Context: an optimization exercise on an open-source flow, tuned for small area and a short achievable clock period. The choices shown serve that exercise and are no tape-out recipe. Function not checked in this run: the RTL went through the layout flow alone. No activity file was given, so power comes from the tool's default toggle rates.

[flow/flow/run.sh]
#!/bin/bash
# Own layout flow: the standard ORFS flow (standard.sh) with one change in
# synthesis: Yosys's extract_fa step is skipped and ABC maps the logic with a
# delay-targeted script (flow/abc.script) instead of ORFS's abc_speed script.
# Everything else (register names, flatten, rename, floorplan ... finish) is the
# standard flow, except that the port buffers are $PORT_BUF cells and heavily
# loaded registers are upsized after global placement (flow/post_gp.tcl). Each tool writes its full log under orfs/logs/ as in ORFS;
# this script's own output goes to flow_run.log.
set -euo pipefail
W=$PWD
exec > >(tee -a "$W/flow_run.log") 2>&1

python3 - "$W" <<'PY'
import sys, pathlib
w = pathlib.Path(sys.argv[1])
import os
src = pathlib.Path(os.environ["FLOW_HOME"]) / "scripts" / "synth.tcl"
s = src.read_text()
pre = "source $::env(SCRIPTS_DIR)/synth_preamble.tcl\n"
fa = "  extract_fa {*}[dont_use_extract_fa_args]\n"
assert s.count(pre) == 1 and s.count(fa) == 1, "synth.tcl changed"
s = s.replace(pre, pre + (
    "set abc_args [list -script %s {*}$lib_args {*}$lib_dont_use_args"
    " -constr $::env(OBJECTS_DIR)/abc.constr]\n" % (w / "flow" / "abc.script")))
s = s.replace(fa, "")
(w / "flow_synth_core.tcl").write_text(s)
b = (w / "synth_recipe.tcl").read_text()
line = "source $::env(SCRIPTS_DIR)/synth.tcl"
assert b.count(line) == 1, "synth_recipe.tcl changed"
(w / "flow_synth.tcl").write_text(b.replace(line, "source %s" % (w / "flow_synth_core.tcl")))
t = (w / "standard.sh").read_text()
old = "SYNTH_SCRIPT=%s" % (w / "synth_recipe.tcl")
assert t.count(old) == 1, "standard.sh changed"
(w / "flow_standard.sh").write_text(t.replace(old, "SYNTH_SCRIPT=%s" % (w / "flow_synth.tcl")))
PY

source "$W/flow/knobs.sh"
bash "$W/flow_standard.sh" BUFFER_PORTS_ARGS="-buffer_cell $PORT_BUF" POST_GLOBAL_PLACE_TCL="$W/flow/post_gp.tcl" finish > "$W/flow_make.log" 2>&1 || { tail -40 "$W/flow_make.log"; exit 1; }
tail -5 "$W/flow_make.log"
test -s "$W/out/final.def"
[flow/flow/abc.script]
strash
&get -n
&st
&if -g -K 6
&synch2
&if -g -K 6
&synch2
&put
strash
dch -f
map -D 2000
topo
buffer -p
upsize 2000
dnsize 2000
stime -p
[flow/flow/knobs.sh]
PORT_BUF=sky130_fd_sc_hd__buf_4
export FLOW_FF_BIG=sky130_fd_sc_hd__dfxtp_2 FLOW_FF_FANOUT=4
[flow/flow/post_gp.tcl]
# Upsize registers whose output drives many loads (drive strength only; the
# register cell type stays dfxtp).
set db [ord::get_db]
set big [$db findMaster $::env(FLOW_FF_BIG)]
set n 0
foreach inst [[ord::get_db_block] getInsts] {
  if {[[$inst getMaster] getName] ne "sky130_fd_sc_hd__dfxtp_1"} { continue }
  set q [$inst findITerm Q]
  set net [$q getNet]
  if {$net eq "NULL"} { continue }
  if {[llength [$net getITerms]] > $::env(FLOW_FF_FANOUT)} {
    $inst swapMaster $big
    incr n
  }
}
puts "post_gp: upsized $n registers to $::env(FLOW_FF_BIG)"
[flow/standard.sh]
#!/bin/bash
# synth_recipe.tcl (not shown) runs the flow's synth.tcl, then flattens the netlist and writes it again
# the make line also repeats each setting of config.mk as NAME=value (left out here)
make -C /OpenROAD-flow-scripts/flow DESIGN_CONFIG=/design/flow/config.mk WORK_HOME=/design/flow/orfs CLKGATE_MAP_FILE= SYNTH_SCRIPT=/design/flow/synth_recipe.tcl "${@:-finish}"
[flow/config.mk]
export PLATFORM = sky130hd
export DESIGN_NAME = mult8_reg
export DESIGN_NICKNAME = mult8_reg
export VERILOG_FILES = /design/flow/design.v
export SDC_FILE = /design/flow/constraint.sdc
export NUM_CORES = 4
export LEC_CHECK = 0
export CAP_MARGIN = 20
export CORE_MARGIN = 2
export CORE_UTILIZATION = 40
export SLEW_MARGIN = 20
[flow/constraint.sdc]
create_clock -name core_clock -period 7.0 [get_ports {clk}]
set_input_delay 1.4000 -clock core_clock [delete_from_list [all_inputs] [get_ports {clk}]]
set_output_delay 1.4000 -clock core_clock [all_outputs]
set_load 0.01 [all_outputs]
[flow/design.v]
`timescale 1ns / 1ps
module half_adder_beh(
    input x, y,
    output reg s, c
    );
    always @(x, y)
    begin
        s = x ^ y;
        if (x & y)
        begin
            c = 1'b1;
        end 
        else
        begin
            c = 1'b0;
        end
    end
endmodule
`timescale 1ns / 1ps
module fa_structural(
    input x, y, cin,
    output s, cout
    );
    wire s1, a0, a1;
    xor X0 (s1, x, y);
    xor X1 (s , s1, cin);
    and A0 (a0, s1, cin);
    and A1 (a1, x, y);
    or O0 (cout, a0, a1);
endmodule
`timescale 1ns / 1ps
module array_multiplier_8bit(
    input [7:0] a, b,
    output [15:0] z
    );
    wire [55:0] s, c;
    half_adder_beh HA0 (.x(a[1] & b[0]), .y(a[0] & b[1]), .s(s[0]), .c(c[0]));
    half_adder_beh HA1 (.x(a[2] & b[0]), .y(a[1] & b[1]), .s(s[1]), .c(c[1]));
    half_adder_beh HA2 (.x(a[3] & b[0]), .y(a[2] & b[1]), .s(s[2]), .c(c[2]));
    half_adder_beh HA3 (.x(a[4] & b[0]), .y(a[3] & b[1]), .s(s[3]), .c(c[3]));
    half_adder_beh HA4 (.x(a[5] & b[0]), .y(a[4] & b[1]), .s(s[4]), .c(c[4]));
    half_adder_beh HA5 (.x(a[6] & b[0]), .y(a[5] & b[1]), .s(s[5]), .c(c[5]));
    half_adder_beh HA6 (.x(a[7] & b[0]), .y(a[6] & b[1]), .s(s[6]), .c(c[6]));
    half_adder_beh HA7 (.x(s[43]), .y(c[42]), .s(s[49]), .c(c[49]));
    fa_structural FA0 (.x(s[1]), .y(a[0] & b[2]), .cin(c[0]), .s(s[7]), .cout(c[7]));
    fa_structural FA1 (.x(s[2]), .y(a[1] & b[2]), .cin(c[1]), .s(s[8]), .cout(c[8]));
    fa_structural FA2 (.x(s[3]), .y(a[2] & b[2]), .cin(c[2]), .s(s[9]), .cout(c[9]));
    fa_structural FA3 (.x(s[4]), .y(a[3] & b[2]), .cin(c[3]), .s(s[10]), .cout(c[10]));
    fa_structural FA4 (.x(s[5]), .y(a[4] & b[2]), .cin(c[4]), .s(s[11]), .cout(c[11]));
    fa_structural FA5 (.x(s[6]), .y(a[5] & b[2]), .cin(c[5]), .s(s[12]), .cout(c[12]));
    fa_structural FA6 (.x(a[7] & b[1]), .y(a[6] & b[2]), .cin(c[6]), .s(s[13]), .cout(c[13]));
    fa_structural FA7 (.x(s[8]), .y(a[0] & b[3]), .cin(c[7]), .s(s[14]), .cout(c[14]));
    fa_structural FA8 (.x(s[9]), .y(a[1] & b[3]), .cin(c[8]), .s(s[15]), .cout(c[15]));
    fa_structural FA9 (.x(s[10]), .y(a[2] & b[3]), .cin(c[9]), .s(s[16]), .cout(c[16]));
    fa_structural FA10 (.x(s[11]), .y(a[3] & b[3]), .cin(c[10]), .s(s[17]), .cout(c[17]));
    fa_structural FA11 (.x(s[12]), .y(a[4] & b[3]), .cin(c[11]), .s(s[18]), .cout(c[18]));
    fa_structural FA12 (.x(s[13]), .y(a[5] & b[3]), .cin(c[12]), .s(s[19]), .cout(c[19]));
    fa_structural FA13 (.x(a[7] & b[2]), .y(a[6] & b[3]), .cin(c[13]), .s(s[20]), .cout(c[20]));
    fa_structural FA14 (.x(s[15]), .y(a[0] & b[4]), .cin(c[14]), .s(s[21]), .cout(c[21]));
    fa_structural FA15 (.x(s[16]), .y(a[1] & b[4]), .cin(c[15]), .s(s[22]), .cout(c[22]));
    fa_structural FA16 (.x(s[17]), .y(a[2] & b[4]), .cin(c[16]), .s(s[23]), .cout(c[23]));
    fa_structural FA17 (.x(s[18]), .y(a[3] & b[4]), .cin(c[17]), .s(s[24]), .cout(c[24]));
    fa_structural FA18 (.x(s[19]), .y(a[4] & b[4]), .cin(c[18]), .s(s[25]), .cout(c[25]));
    fa_structural FA19 (.x(s[20]), .y(a[5] & b[4]), .cin(c[19]), .s(s[26]), .cout(c[26]));
    fa_structural FA20 (.x(a[7] & b[3]), .y(a[6] & b[4]), .cin(c[20]), .s(s[27]), .cout(c[27]));
    fa_structural FA21 (.x(s[22]), .y(a[0] & b[5]), .cin(c[21]), .s(s[28]), .cout(c[28]));
    fa_structural FA22 (.x(s[23]), .y(a[1] & b[5]), .cin(c[22]), .s(s[29]), .cout(c[29]));
    fa_structural FA23 (.x(s[24]), .y(a[2] & b[5]), .cin(c[23]), .s(s[30]), .cout(c[30]));
    fa_structural FA24 (.x(s[25]), .y(a[3] & b[5]), .cin(c[24]), .s(s[31]), .cout(c[31]));
    fa_structural FA25 (.x(s[26]), .y(a[4] & b[5]), .cin(c[25]), .s(s[32]), .cout(c[32]));
    fa_structural FA26 (.x(s[27]), .y(a[5] & b[5]), .cin(c[26]), .s(s[33]), .cout(c[33]));
    fa_structural FA27 (.x(a[7] & b[4]), .y(a[6] & b[5]), .cin(c[27]), .s(s[34]), .cout(c[34]));
    fa_structural FA28 (.x(s[29]), .y(a[0] & b[6]), .cin(c[28]), .s(s[35]), .cout(c[35]));
    fa_structural FA29 (.x(s[30]), .y(a[1] & b[6]), .cin(c[29]), .s(s[36]), .cout(c[36]));
    fa_structural FA30 (.x(s[31]), .y(a[2] & b[6]), .cin(c[30]), .s(s[37]), .cout(c[37]));
    fa_structural FA31 (.x(s[32]), .y(a[3] & b[6]), .cin(c[31]), .s(s[38]), .cout(c[38]));
    fa_structural FA32 (.x(s[33]), .y(a[4] & b[6]), .cin(c[32]), .s(s[39]), .cout(c[39]));
    fa_structural FA33 (.x(s[34]), .y(a[5] & b[6]), .cin(c[33]), .s(s[40]), .cout(c[40]));
    fa_structural FA34 (.x(a[7] & b[5]), .y(a[6] & b[6]), .cin(c[34]), .s(s[41]), .cout(c[41]));
    fa_structural FA35 (.x(s[36]), .y(a[0] & b[7]), .cin(c[35]), .s(s[42]), .cout(c[42]));
    fa_structural FA36 (.x(s[37]), .y(a[1] & b[7]), .cin(c[36]), .s(s[43]), .cout(c[43]));
    fa_structural FA37 (.x(s[38]), .y(a[2] & b[7]), .cin(c[37]), .s(s[44]), .cout(c[44]));
    fa_structural FA38 (.x(s[39]), .y(a[3] & b[7]), .cin(c[38]), .s(s[45]), .cout(c[45]));
    fa_structural FA39 (.x(s[40]), .y(a[4] & b[7]), .cin(c[39]), .s(s[46]), .cout(c[46]));
    fa_structural FA40 (.x(s[41]), .y(a[5] & b[7]), .cin(c[40]), .s(s[47]), .cout(c[47]));
    fa_structural FA41 (.x(a[7] & b[6]), .y(a[6] & b[7]), .cin(c[41]), .s(s[48]), .cout(c[48]));
    fa_structural FA42 (.x(s[44]), .y(c[49]), .cin(c[43]), .s(s[50]), .cout(c[50]));
    fa_structural FA43 (.x(s[45]), .y(c[50]), .cin(c[44]), .s(s[51]), .cout(c[51]));
    fa_structural FA44 (.x(s[46]), .y(c[51]), .cin(c[45]), .s(s[52]), .cout(c[52]));
    fa_structural FA45 (.x(s[47]), .y(c[52]), .cin(c[46]), .s(s[53]), .cout(c[53]));
    fa_structural FA46 (.x(s[48]), .y(c[53]), .cin(c[47]), .s(s[54]), .cout(c[54]));
    fa_structural FA47 (.x(a[7] & b[7]), .y(c[54]), .cin(c[48]), .s(s[55]), .cout(c[55]));
    assign z[0] = a[0] & b[0];
    assign z[1] = s[0];
    assign z[2] = s[7];
    assign z[3] = s[14];
    assign z[4] = s[21];
    assign z[5] = s[28];
    assign z[6] = s[35];
    assign z[7] = s[42];
    assign z[8] = s[49];
    assign z[9] = s[50];
    assign z[10] = s[51];
    assign z[11] = s[52];
    assign z[12] = s[53];
    assign z[13] = s[54];
    assign z[14] = s[55];
    assign z[15] = c[55];
endmodule
`timescale 1ns / 1ps
module mult8_reg(
    input clk,
    input [7:0] a, b,
    output reg [15:0] z
    );
    reg [7:0] a_q;
    reg [9:1] a3_q;
    reg [2:0] sel1_q, sel2_q, sel3_q, sel4_q;
    reg [1:0] neg_q;
    wire [3:0] dg0 = {b[2], b[1], b[0], 1'b0};
    wire [3:0] dg1 = {b[5], b[4], b[3], b[2]};
    wire [3:0] dg2 = {1'b0, b[7], b[6], b[5]};
    function [4:0] booth;
        input [3:0] d;
        case (d)
            4'b0000: booth = 5'b0_0000;
            4'b0001: booth = 5'b0_0001;
            4'b0010: booth = 5'b0_0001;
            4'b0011: booth = 5'b0_0010;
            4'b0100: booth = 5'b0_0010;
            4'b0101: booth = 5'b0_0100;
            4'b0110: booth = 5'b0_0100;
            4'b0111: booth = 5'b0_1000;
            4'b1000: booth = 5'b1_1000;
            4'b1001: booth = 5'b1_0100;
            4'b1010: booth = 5'b1_0100;
            4'b1011: booth = 5'b1_0010;
            4'b1100: booth = 5'b1_0010;
            4'b1101: booth = 5'b1_0001;
            4'b1110: booth = 5'b1_0001;
            default: booth = 5'b0_0000;
        endcase
    endfunction
    wire [4:0] bd0 = booth(dg0);
    wire [4:0] bd1 = booth(dg1);
    wire [4:0] bd2 = booth(dg2);
    wire t3_g1, t3_p1, t3_g2, t3_p2, t3_g3, t3_p3, t3_g4, t3_p4, t3_g5, t3_p5, t3_g6, t3_p6, t3_g7, t3_p7, t3_G1_1, t3_P1_1, t3_G1_3, t3_P1_3, t3_G1_5, t3_P1_5, t3_G1_7, t3_P1_7, t3_G1_9, t3_P1_9, t3_G2_2, t3_P2_2, t3_G2_3, t3_P2_3, t3_G2_6, t3_P2_6, t3_G2_7, t3_P2_7, t3_G4_4, t3_P4_4, t3_G4_5, t3_P4_5, t3_G4_6, t3_P4_6, t3_G4_7, t3_P4_7, t3_G8_8, t3_P8_8, t3_G8_9, t3_P8_9, t3_t1, t3_s1, t3_t2, t3_s2, t3_t3, t3_s3, t3_t4, t3_s4, t3_t5, t3_s5, t3_t6, t3_s6, t3_t7, t3_s7, t3_s8, r0_0, r0_1, r0_2, r0_3, r0_4, r0_5, r0_6, r0_7, r0_8, r0_9, r1_0, r1_1, r1_2, r1_3, r1_4, r1_5, r1_6, r1_7, r1_8, r1_9, r2_0, r2_1, r2_2, r2_3, r2_4, r2_5, r2_6, r2_7, r2_8, r2_9, e13, e14, hs0, hc0, hs1, hc1, hs2, hc2, fs0, fc0, fs1, fc1, fs2, fc2, fs3, fc3, fs4, fc4, fs5, fc5, fs6, fc6, hs3, hc3, hs4, hc4, hs5, hc5, f_g0, f_p0, f_g3, f_p3, f_g4, f_p4, f_g5, f_p5, f_g6, f_p6, f_g7, f_p7, f_g8, f_p8, f_g9, f_p9, f_g10, f_p10, f_g11, f_p11, f_g12, f_p12, f_g13, f_p13, f_g14, f_p14, f_g15, f_p15, f_G1_1, f_P1_1, f_G1_3, f_P1_3, f_G1_5, f_P1_5, f_G1_7, f_P1_7, f_G1_9, f_P1_9, f_G1_11, f_P1_11, f_G1_13, f_P1_13, f_G1_15, f_P1_15, f_G2_2, f_P2_2, f_G2_3, f_P2_3, f_G2_6, f_P2_6, f_G2_7, f_P2_7, f_G2_10, f_P2_10, f_G2_11, f_P2_11, f_G2_14, f_P2_14, f_G2_15, f_P2_15, f_G4_4, f_P4_4, f_G4_5, f_P4_5, f_G4_6, f_P4_6, f_G4_7, f_P4_7, f_G4_12, f_P4_12, f_G4_13, f_P4_13, f_G4_14, f_P4_14, f_G4_15, f_P4_15, f_G8_8, f_P8_8, f_G8_9, f_P8_9, f_G8_10, f_P8_10, f_G8_11, f_P8_11, f_G8_12, f_P8_12, f_G8_13, f_P8_13, f_G8_14, f_P8_14, f_G8_15, f_P8_15, f_s0, f_s1, f_s2, f_t3, f_s3, f_t4, f_s4, f_t5, f_s5, f_t6, f_s6, f_t7, f_s7, f_t8, f_s8, f_t9, f_s9, f_t10, f_s10, f_t11, f_s11, f_t12, f_s12, f_t13, f_s13, f_t14, f_s14, f_t15, f_s15;
    assign t3_g1 = a[1] & a[0];
    assign t3_p1 = a[1] | a[0];
    assign t3_g2 = a[2] & a[1];
    assign t3_p2 = a[2] | a[1];
    assign t3_g3 = a[3] & a[2];
    assign t3_p3 = a[3] | a[2];
    assign t3_g4 = a[4] & a[3];
    assign t3_p4 = a[4] | a[3];
    assign t3_g5 = a[5] & a[4];
    assign t3_p5 = a[5] | a[4];
    assign t3_g6 = a[6] & a[5];
    assign t3_p6 = a[6] | a[5];
    assign t3_g7 = a[7] & a[6];
    assign t3_p7 = a[7] | a[6];
    assign t3_G1_1 = t3_g1 | (t3_p1 & 1'b0);
    assign t3_P1_1 = t3_p1 & a[0];
    assign t3_G1_3 = t3_g3 | (t3_p3 & t3_g2);
    assign t3_P1_3 = t3_p3 & t3_p2;
    assign t3_G1_5 = t3_g5 | (t3_p5 & t3_g4);
    assign t3_P1_5 = t3_p5 & t3_p4;
    assign t3_G1_7 = t3_g7 | (t3_p7 & t3_g6);
    assign t3_P1_7 = t3_p7 & t3_p6;
    assign t3_G1_9 = 1'b0 | (1'b0 & 1'b0);
    assign t3_P1_9 = 1'b0 & a[7];
    assign t3_G2_2 = t3_g2 | (t3_p2 & t3_G1_1);
    assign t3_P2_2 = t3_p2 & t3_P1_1;
    assign t3_G2_3 = t3_G1_3 | (t3_P1_3 & t3_G1_1);
    assign t3_P2_3 = t3_P1_3 & t3_P1_1;
    assign t3_G2_6 = t3_g6 | (t3_p6 & t3_G1_5);
    assign t3_P2_6 = t3_p6 & t3_P1_5;
    assign t3_G2_7 = t3_G1_7 | (t3_P1_7 & t3_G1_5);
    assign t3_P2_7 = t3_P1_7 & t3_P1_5;
    assign t3_G4_4 = t3_g4 | (t3_p4 & t3_G2_3);
    assign t3_P4_4 = t3_p4 & t3_P2_3;
    assign t3_G4_5 = t3_G1_5 | (t3_P1_5 & t3_G2_3);
    assign t3_P4_5 = t3_P1_5 & t3_P2_3;
    assign t3_G4_6 = t3_G2_6 | (t3_P2_6 & t3_G2_3);
    assign t3_P4_6 = t3_P2_6 & t3_P2_3;
    assign t3_G4_7 = t3_G2_7 | (t3_P2_7 & t3_G2_3);
    assign t3_P4_7 = t3_P2_7 & t3_P2_3;
    assign t3_G8_8 = 1'b0 | (a[7] & t3_G4_7);
    assign t3_P8_8 = a[7] & t3_P4_7;
    assign t3_G8_9 = t3_G1_9 | (t3_P1_9 & t3_G4_7);
    assign t3_P8_9 = t3_P1_9 & t3_P4_7;
    assign t3_t1 = a[0] ^ 1'b0;
    assign t3_s1 = a[1] ^ t3_t1;
    assign t3_t2 = a[1] ^ t3_G1_1;
    assign t3_s2 = a[2] ^ t3_t2;
    assign t3_t3 = a[2] ^ t3_G2_2;
    assign t3_s3 = a[3] ^ t3_t3;
    assign t3_t4 = a[3] ^ t3_G2_3;
    assign t3_s4 = a[4] ^ t3_t4;
    assign t3_t5 = a[4] ^ t3_G4_4;
    assign t3_s5 = a[5] ^ t3_t5;
    assign t3_t6 = a[5] ^ t3_G4_5;
    assign t3_s6 = a[6] ^ t3_t6;
    assign t3_t7 = a[6] ^ t3_G4_6;
    assign t3_s7 = a[7] ^ t3_t7;
    assign t3_s8 = a[7] ^ t3_G4_7;
    assign r0_0 = ((sel1_q[0] & a_q[0]) | (sel3_q[0] & a_q[0])) ^ neg_q[0];
    assign r0_1 = ((sel1_q[0] & a_q[1]) | (sel2_q[0] & a_q[0]) | (sel3_q[0] & a3_q[1])) ^ neg_q[0];
    assign r0_2 = ((sel1_q[0] & a_q[2]) | (sel2_q[0] & a_q[1]) | (sel3_q[0] & a3_q[2]) | (sel4_q[0] & a_q[0])) ^ neg_q[0];
    assign r0_3 = ((sel1_q[0] & a_q[3]) | (sel2_q[0] & a_q[2]) | (sel3_q[0] & a3_q[3]) | (sel4_q[0] & a_q[1])) ^ neg_q[0];
    assign r0_4 = ((sel1_q[0] & a_q[4]) | (sel2_q[0] & a_q[3]) | (sel3_q[0] & a3_q[4]) | (sel4_q[0] & a_q[2])) ^ neg_q[0];
    assign r0_5 = ((sel1_q[0] & a_q[5]) | (sel2_q[0] & a_q[4]) | (sel3_q[0] & a3_q[5]) | (sel4_q[0] & a_q[3])) ^ neg_q[0];
    assign r0_6 = ((sel1_q[0] & a_q[6]) | (sel2_q[0] & a_q[5]) | (sel3_q[0] & a3_q[6]) | (sel4_q[0] & a_q[4])) ^ neg_q[0];
    assign r0_7 = ((sel1_q[0] & a_q[7]) | (sel2_q[0] & a_q[6]) | (sel3_q[0] & a3_q[7]) | (sel4_q[0] & a_q[5])) ^ neg_q[0];
    assign r0_8 = ((sel2_q[0] & a_q[7]) | (sel3_q[0] & a3_q[8]) | (sel4_q[0] & a_q[6])) ^ neg_q[0];
    assign r0_9 = ((sel3_q[0] & a3_q[9]) | (sel4_q[0] & a_q[7])) ^ neg_q[0];
    assign r1_0 = ((sel1_q[1] & a_q[0]) | (sel3_q[1] & a_q[0])) ^ neg_q[1];
    assign r1_1 = ((sel1_q[1] & a_q[1]) | (sel2_q[1] & a_q[0]) | (sel3_q[1] & a3_q[1])) ^ neg_q[1];
    assign r1_2 = ((sel1_q[1] & a_q[2]) | (sel2_q[1] & a_q[1]) | (sel3_q[1] & a3_q[2]) | (sel4_q[1] & a_q[0])) ^ neg_q[1];
    assign r1_3 = ((sel1_q[1] & a_q[3]) | (sel2_q[1] & a_q[2]) | (sel3_q[1] & a3_q[3]) | (sel4_q[1] & a_q[1])) ^ neg_q[1];
    assign r1_4 = ((sel1_q[1] & a_q[4]) | (sel2_q[1] & a_q[3]) | (sel3_q[1] & a3_q[4]) | (sel4_q[1] & a_q[2])) ^ neg_q[1];
    assign r1_5 = ((sel1_q[1] & a_q[5]) | (sel2_q[1] & a_q[4]) | (sel3_q[1] & a3_q[5]) | (sel4_q[1] & a_q[3])) ^ neg_q[1];
    assign r1_6 = ((sel1_q[1] & a_q[6]) | (sel2_q[1] & a_q[5]) | (sel3_q[1] & a3_q[6]) | (sel4_q[1] & a_q[4])) ^ neg_q[1];
    assign r1_7 = ((sel1_q[1] & a_q[7]) | (sel2_q[1] & a_q[6]) | (sel3_q[1] & a3_q[7]) | (sel4_q[1] & a_q[5])) ^ neg_q[1];
    assign r1_8 = ((sel2_q[1] & a_q[7]) | (sel3_q[1] & a3_q[8]) | (sel4_q[1] & a_q[6])) ^ neg_q[1];
    assign r1_9 = ((sel3_q[1] & a3_q[9]) | (sel4_q[1] & a_q[7])) ^ neg_q[1];
    assign r2_0 = (sel1_q[2] & a_q[0]) | (sel3_q[2] & a_q[0]);
    assign r2_1 = (sel1_q[2] & a_q[1]) | (sel2_q[2] & a_q[0]) | (sel3_q[2] & a3_q[1]);
    assign r2_2 = (sel1_q[2] & a_q[2]) | (sel2_q[2] & a_q[1]) | (sel3_q[2] & a3_q[2]) | (sel4_q[2] & a_q[0]);
    assign r2_3 = (sel1_q[2] & a_q[3]) | (sel2_q[2] & a_q[2]) | (sel3_q[2] & a3_q[3]) | (sel4_q[2] & a_q[1]);
    assign r2_4 = (sel1_q[2] & a_q[4]) | (sel2_q[2] & a_q[3]) | (sel3_q[2] & a3_q[4]) | (sel4_q[2] & a_q[2]);
    assign r2_5 = (sel1_q[2] & a_q[5]) | (sel2_q[2] & a_q[4]) | (sel3_q[2] & a3_q[5]) | (sel4_q[2] & a_q[3]);
    assign r2_6 = (sel1_q[2] & a_q[6]) | (sel2_q[2] & a_q[5]) | (sel3_q[2] & a3_q[6]) | (sel4_q[2] & a_q[4]);
    assign r2_7 = (sel1_q[2] & a_q[7]) | (sel2_q[2] & a_q[6]) | (sel3_q[2] & a3_q[7]) | (sel4_q[2] & a_q[5]);
    assign r2_8 = (sel2_q[2] & a_q[7]) | (sel3_q[2] & a3_q[8]) | (sel4_q[2] & a_q[6]);
    assign r2_9 = (sel3_q[2] & a3_q[9]) | (sel4_q[2] & a_q[7]);
    assign e13 = neg_q[0] ^ neg_q[1];
    assign e14 = neg_q[0] | neg_q[1];
    assign hs0 = neg_q[1] ^ r0_3;
    assign hc0 = neg_q[1] & r0_3;
    assign hs1 = r0_4 ^ r1_1;
    assign hc1 = r0_4 & r1_1;
    assign hs2 = r0_5 ^ r1_2;
    assign hc2 = r0_5 & r1_2;
    assign fs0 = r0_6 ^ r1_3 ^ r2_0;
    assign fc0 = (r0_6 & r1_3) | (r2_0 & (r0_6 ^ r1_3));
    assign fs1 = r0_7 ^ r1_4 ^ r2_1;
    assign fc1 = (r0_7 & r1_4) | (r2_1 & (r0_7 ^ r1_4));
    assign fs2 = r0_8 ^ r1_5 ^ r2_2;
    assign fc2 = (r0_8 & r1_5) | (r2_2 & (r0_8 ^ r1_5));
    assign fs3 = r0_9 ^ r1_6 ^ r2_3;
    assign fc3 = (r0_9 & r1_6) | (r2_3 & (r0_9 ^ r1_6));
    assign fs4 = neg_q[0] ^ r1_7 ^ r2_4;
    assign fc4 = (neg_q[0] & r1_7) | (r2_4 & (neg_q[0] ^ r1_7));
    assign fs5 = neg_q[0] ^ r1_8 ^ r2_5;
    assign fc5 = (neg_q[0] & r1_8) | (r2_5 & (neg_q[0] ^ r1_8));
    assign fs6 = neg_q[0] ^ r1_9 ^ r2_6;
    assign fc6 = (neg_q[0] & r1_9) | (r2_6 & (neg_q[0] ^ r1_9));
    assign hs3 = e13 ^ r2_7;
    assign hc3 = e13 & r2_7;
    assign hs4 = e14 ^ r2_8;
    assign hc4 = e14 & r2_8;
    assign hs5 = e14 ^ r2_9;
    assign hc5 = e14 & r2_9;
    assign f_g0 = neg_q[0] & r0_0;
    assign f_p0 = neg_q[0] | r0_0;
    assign f_g3 = r1_0 & hs0;
    assign f_p3 = r1_0 | hs0;
    assign f_g4 = hc0 & hs1;
    assign f_p4 = hc0 | hs1;
    assign f_g5 = hc1 & hs2;
    assign f_p5 = hc1 | hs2;
    assign f_g6 = hc2 & fs0;
    assign f_p6 = hc2 | fs0;
    assign f_g7 = fc0 & fs1;
    assign f_p7 = fc0 | fs1;
    assign f_g8 = fc1 & fs2;
    assign f_p8 = fc1 | fs2;
    assign f_g9 = fc2 & fs3;
    assign f_p9 = fc2 | fs3;
    assign f_g10 = fc3 & fs4;
    assign f_p10 = fc3 | fs4;
    assign f_g11 = fc4 & fs5;
    assign f_p11 = fc4 | fs5;
    assign f_g12 = fc5 & fs6;
    assign f_p12 = fc5 | fs6;
    assign f_g13 = hs3 & fc6;
    assign f_p13 = hs3 | fc6;
    assign f_g14 = hc3 & hs4;
    assign f_p14 = hc3 | hs4;
    assign f_g15 = hc4 & hs5;
    assign f_p15 = hc4 | hs5;
    assign f_G1_1 = 1'b0 | (r0_1 & f_g0);
    assign f_P1_1 = r0_1 & f_p0;
    assign f_G1_3 = f_g3 | (f_p3 & 1'b0);
    assign f_P1_3 = f_p3 & r0_2;
    assign f_G1_5 = f_g5 | (f_p5 & f_g4);
    assign f_P1_5 = f_p5 & f_p4;
    assign f_G1_7 = f_g7 | (f_p7 & f_g6);
    assign f_P1_7 = f_p7 & f_p6;
    assign f_G1_9 = f_g9 | (f_p9 & f_g8);
    assign f_P1_9 = f_p9 & f_p8;
    assign f_G1_11 = f_g11 | (f_p11 & f_g10);
    assign f_P1_11 = f_p11 & f_p10;
    assign f_G1_13 = f_g13 | (f_p13 & f_g12);
    assign f_P1_13 = f_p13 & f_p12;
    assign f_G1_15 = f_g15 | (f_p15 & f_g14);
    assign f_P1_15 = f_p15 & f_p14;
    assign f_G2_2 = 1'b0 | (r0_2 & f_G1_1);
    assign f_P2_2 = r0_2 & f_P1_1;
    assign f_G2_3 = f_G1_3 | (f_P1_3 & f_G1_1);
    assign f_P2_3 = f_P1_3 & f_P1_1;
    assign f_G2_6 = f_g6 | (f_p6 & f_G1_5);
    assign f_P2_6 = f_p6 & f_P1_5;
    assign f_G2_7 = f_G1_7 | (f_P1_7 & f_G1_5);
    assign f_P2_7 = f_P1_7 & f_P1_5;
    assign f_G2_10 = f_g10 | (f_p10 & f_G1_9);
    assign f_P2_10 = f_p10 & f_P1_9;
    assign f_G2_11 = f_G1_11 | (f_P1_11 & f_G1_9);
    assign f_P2_11 = f_P1_11 & f_P1_9;
    assign f_G2_14 = f_g14 | (f_p14 & f_G1_13);
    assign f_P2_14 = f_p14 & f_P1_13;
    assign f_G2_15 = f_G1_15 | (f_P1_15 & f_G1_13);
    assign f_P2_15 = f_P1_15 & f_P1_13;
    assign f_G4_4 = f_g4 | (f_p4 & f_G2_3);
    assign f_P4_4 = f_p4 & f_P2_3;
    assign f_G4_5 = f_G1_5 | (f_P1_5 & f_G2_3);
    assign f_P4_5 = f_P1_5 & f_P2_3;
    assign f_G4_6 = f_G2_6 | (f_P2_6 & f_G2_3);
    assign f_P4_6 = f_P2_6 & f_P2_3;
    assign f_G4_7 = f_G2_7 | (f_P2_7 & f_G2_3);
    assign f_P4_7 = f_P2_7 & f_P2_3;
    assign f_G4_12 = f_g12 | (f_p12 & f_G2_11);
    assign f_P4_12 = f_p12 & f_P2_11;
    assign f_G4_13 = f_G1_13 | (f_P1_13 & f_G2_11);
    assign f_P4_13 = f_P1_13 & f_P2_11;
    assign f_G4_14 = f_G2_14 | (f_P2_14 & f_G2_11);
    assign f_P4_14 = f_P2_14 & f_P2_11;
    assign f_G4_15 = f_G2_15 | (f_P2_15 & f_G2_11);
    assign f_P4_15 = f_P2_15 & f_P2_11;
    assign f_G8_8 = f_g8 | (f_p8 & f_G4_7);
    assign f_P8_8 = f_p8 & f_P4_7;
    assign f_G8_9 = f_G1_9 | (f_P1_9 & f_G4_7);
    assign f_P8_9 = f_P1_9 & f_P4_7;
    assign f_G8_10 = f_G2_10 | (f_P2_10 & f_G4_7);
    assign f_P8_10 = f_P2_10 & f_P4_7;
    assign f_G8_11 = f_G2_11 | (f_P2_11 & f_G4_7);
    assign f_P8_11 = f_P2_11 & f_P4_7;
    assign f_G8_12 = f_G4_12 | (f_P4_12 & f_G4_7);
    assign f_P8_12 = f_P4_12 & f_P4_7;
    assign f_G8_13 = f_G4_13 | (f_P4_13 & f_G4_7);
    assign f_P8_13 = f_P4_13 & f_P4_7;
    assign f_G8_14 = f_G4_14 | (f_P4_14 & f_G4_7);
    assign f_P8_14 = f_P4_14 & f_P4_7;
    assign f_G8_15 = f_G4_15 | (f_P4_15 & f_G4_7);
    assign f_P8_15 = f_P4_15 & f_P4_7;
    assign f_s0 = neg_q[0] ^ r0_0;
    assign f_s1 = r0_1 ^ f_g0;
    assign f_s2 = r0_2 ^ f_G1_1;
    assign f_t3 = hs0 ^ f_G2_2;
    assign f_s3 = r1_0 ^ f_t3;
    assign f_t4 = hs1 ^ f_G2_3;
    assign f_s4 = hc0 ^ f_t4;
    assign f_t5 = hs2 ^ f_G4_4;
    assign f_s5 = hc1 ^ f_t5;
    assign f_t6 = fs0 ^ f_G4_5;
    assign f_s6 = hc2 ^ f_t6;
    assign f_t7 = fs1 ^ f_G4_6;
    assign f_s7 = fc0 ^ f_t7;
    assign f_t8 = fs2 ^ f_G4_7;
    assign f_s8 = fc1 ^ f_t8;
    assign f_t9 = fs3 ^ f_G8_8;
    assign f_s9 = fc2 ^ f_t9;
    assign f_t10 = fs4 ^ f_G8_9;
    assign f_s10 = fc3 ^ f_t10;
    assign f_t11 = fs5 ^ f_G8_10;
    assign f_s11 = fc4 ^ f_t11;
    assign f_t12 = fs6 ^ f_G8_11;
    assign f_s12 = fc5 ^ f_t12;
    assign f_t13 = fc6 ^ f_G8_12;
    assign f_s13 = hs3 ^ f_t13;
    assign f_t14 = hs4 ^ f_G8_13;
    assign f_s14 = hc3 ^ f_t14;
    assign f_t15 = hs5 ^ f_G8_14;
    assign f_s15 = hc4 ^ f_t15;
    always @(posedge clk) begin
        a_q <= a;
        a3_q <= {t3_G8_8, t3_s8, t3_s7, t3_s6, t3_s5, t3_s4, t3_s3, t3_s2, t3_s1};
        {sel4_q[0], sel3_q[0], sel2_q[0], sel1_q[0]} <= bd0[3:0];
        {sel4_q[1], sel3_q[1], sel2_q[1], sel1_q[1]} <= bd1[3:0];
        {sel4_q[2], sel3_q[2], sel2_q[2], sel1_q[2]} <= bd2[3:0];
        neg_q <= {bd1[4], bd0[4]};
        z <= {f_s15, f_s14, f_s13, f_s12, f_s11, f_s10, f_s9, f_s8, f_s7, f_s6, f_s5, f_s4, f_s3, f_s2, f_s1, f_s0};
    end
endmodule
==> impl_results.md <==
* Sw Ratio at 37.2%
* Final Non-Filler Cells at 518
* Clock sink count at 47
* Cell area after synthesis at 2880 µm²
* GRT Util Overall at 18.4%
* CP bufs+invs at 1
* Clock Path Buffers at 2
* Total grt overflow at 0
* Crit-path slowest cell: a221oi_1
* Seq pwr share at 37.2%
* Via count at 2515
* Setup TNS at 0 ns
* Status: no timing/DRC/antenna violations
* Synth-to-Final Area Change at 15.8%
* Post-CTS setup buffers at 0
* Commonest non-fill, non-tap cells in the layout: nand2_1 (68), inv_1 (50), nor2_1 (47)
* Slew Limit Fails at 0
* Initial antenna violation count at 0
* Unrepaired setup endpoints after global routing: no
* Met2 WL at 3.11 mm
* Fin crit share at 36.1%
* Startpoint Class: register
* Worst slew margin at 59.1%
* Crit path cell chain: inv_1, o22ai_1, a221oi_1, nand3_1, nand2_1, nand2_1, nor2_1, nand2_1, nand2_2, nand3_2, nand3_4, nand2_1, nor2_2, o31ai_2, xor2_1
* Io pins at 33
* Leak Pwr at 1.55 nW
* Top_reg_cell synth: dfxtp_1
* Worst-path clk slew at 0.09 ns
* Met1 WL at 2.99 mm
* Clock root cell: clkbuf_8
* Largest net degree at the start of global routing at 15
* Top sig layer: met4
* CP Class: register to register
* Int Pwr at 0.607 mW
* IO Port Bufs at 32
* CTS H-tree depth at 2
* Met3 WL at 382 µm
* TritonCTS Buffers at 5
* Setup ws final at 4.47 ns
* Placed Area at 3240 µm²
* Post-layout util at 48.5%
* Core area at 6870 µm²
* Starting Density at 41.9%
* Inst Count DP at 510
* Clock Power Share at 17.6%
* Die Height at 88.8 µm
* DR WL/cell at 12.9 µm
* Layout cells sized above 1 at 23.0%
* 1st-iter DRT viols at 74
* Endpoints failing hold at 0
* Fillers at 704
* # DRC at 0
* Psw at 0.360 mW
* Final ANT Viol Nets at 0
* Final Instance Area at 3330 µm²
* Fmax at 395 MHz
* Asr flop ratio synth at 0%
* Mean Syn Cell Area at 7.47 µm²
* Hold crit path type: register to register
* Clock latency (worst-skew pair) at 0.30 ns
* Die area at 7890 µm²
* Post-layout minimum cycle time at 2.53 ns
* Cts-stage hold buffer count at 0
* Crit path max fanout at 6
* Detailed Routing Iterations Pass 1 at 4
* N_diodes at 0
* Yosys warns at 1
* CTS tree: done
* Post-Syn Instances at 385
* Max Cap Viol at 0
* Skew final at 0.00629 ns
* Worst hold slack at 0.610 ns
* Commonest non-fill, non-tap cell in the layout: nand2_1
* Library cells used by synthesis at 44
* Crit-path most repeated cell: nand2_1
* Comb pwr share at 45.2%
* Post-DP HPWL at 5.53 mm
* Global-route wire length before repair at 11.2 mm
* Worst vdd ir at 0.0905 mV
* Final Power at 0.967 mW
* Final setup vio count at 0
* EDFF count, synth at 0
* Net count, final at 438
* CTS resizes at 0
* FP Rows at 30
* Seq/Total Area, Yosys at 32.7%
* Die X at 88.8 µm
* Vias per Instance at 4.86
* Crit path capture type: register
* CP delay by family, top: simple AND/OR/NAND/NOR gates
* Critical path required time at 7.18 ns
* Slowest stage delay, CP at 0.40 ns
* DP Worst Slack at 4.49 ns
* Syn_nets at 402
* Worst slew pin tran at 0.613 ns
* Detailed Route WL at 6.69 mm
* FF+latch count, synth at 47
* Vias in the first global route at 2394
* Crit path DAT at 2.71 ns
* Power per cell area at 290 nW/µm²
## layout make-up
cell class / count / area (µm²) / share of cell area, %
inverters: 58 / 220 / 6.61
flip-flops and latches: 47 / 967 / 29.0
clock inverters: 1 / 8.76 / 0.263
repair buffers: 32 / 240 / 7.21
clock buffers: 7 / 86.3 / 2.59
multi-input cells: 277 / 1690 / 50.7
well taps: 96 / 120 / 3.60
## synth_stat cells (3+ instances only)
cell / instances / area, µm²
nand2_2: 4 / 25.0
inv_2: 7 / 26.3
a221oi_1: 5 / 43.8
xor2_1: 37 / 324
o21ai_0: 10 / 50.1
xnor2_1: 14 / 123
or2_2: 3 / 18.8
nor2_2: 3 / 18.8
dfxtp_1: 47 / 941
nor3_1: 5 / 25.0
inv_1: 50 / 188
o21ai_1: 3 / 15.0
nand4_1: 3 / 18.8
or2_1: 4 / 25.0
nand2_1: 68 / 255
a22oi_1: 10 / 75.1
a21oi_1: 15 / 75.1
o22ai_1: 15 / 93.8
nand3_1: 4 / 20.0
nor2_1: 47 / 176
## per-layer routing
layer / up-vias / global-route usage, %
met5: - / 0
met4: 0 / 8.13
met3: 15 / 3.54
met2: 97 / 29.6
met1: 1080 / 23.9
li1: 1323 / -
## power by group through the flow
stage	combinational, mW	clock [mW]	sequential, mW
2_1_floorplan	0.305	0	0.377
3_3_place_gp	0.437	0	0.366
3_5_place_dp	0.441	0	0.366
4_1_cts	0.442	0.178	0.360
5_1_grt	0.494	0.190	0.368
6_report	0.437	0.170	0.360
## registers in the layout, indices dropped and copies added, names as in the netlist
signal / count
z: 16
sel3_q: 3
sel4_q: 3
sel2_q: 3
neg_q: 2
a3_q: 9
sel1_q: 3
a_q: 8
## worst paths after layout
path                               start  cells after the start     to  slack, ns
worst min-delay path            neg_q[0]                      2   z[1]       0.61
worst max register to register    a_q[2]                     15  z[11]       4.47
worst max-delay path              a_q[2]                     15  z[11]       4.47
worst min register to register  neg_q[0]                      2   z[1]       0.61
## cell families (layout without fill, tap and decap cells)
| group | count (synthesis) | count (layout) | synth area share (%) |
|---|---|---|---|
| buf+inv | 61 | 98 | 8.57 |
| flops | 47 | 47 | 32.7 |
| xor+xnor | 53 | 53 | 16.7 |
| fa+ha+maj | 1 | 1 | 0.391 |
| compound gates | 77 | 77 | 19.7 |
| simple gates | 146 | 146 | 22.0 |
## tightest hold or removal path: cells and delay by family, from the launching register on
kind,cells,cell delay (ns)
xor+xnor,1,0.06
flops,1,0.40
simple gates,1,0.10

[separate check: timing with driven ports]
The flow's constraints put no driver on any port. The routed layout listed below was extracted and timed again, unchanged, in two steps.
Step 1: set_driving_cell puts a clkbuf_16 on clk and a buf_2 on each other input, an assumption about the parent block.
Step 2 adds t to the input delays and takes it off the output delays; t is the mean of the earliest and latest rising clock arrival at the registers after step 1. Input paths then give back, and output paths get back, about the clock's delay inside the block.
Slacks: no drivers / after step 1 / after step 2; pairs: no drivers / after step 1.
shift t [ns]: 0.322
setup slack, ns: 4.470 / 4.470 / 4.470
hold slack, ns: 0.610 / 0.610 / 0.610
worst setup path after step 2: register to register
pins driven straight from the clock port: 1
After both steps this run still meets setup and hold. For this run, drivers alone change the setup slack by 0.000 ns; drivers and shift together by 0.000 ns.
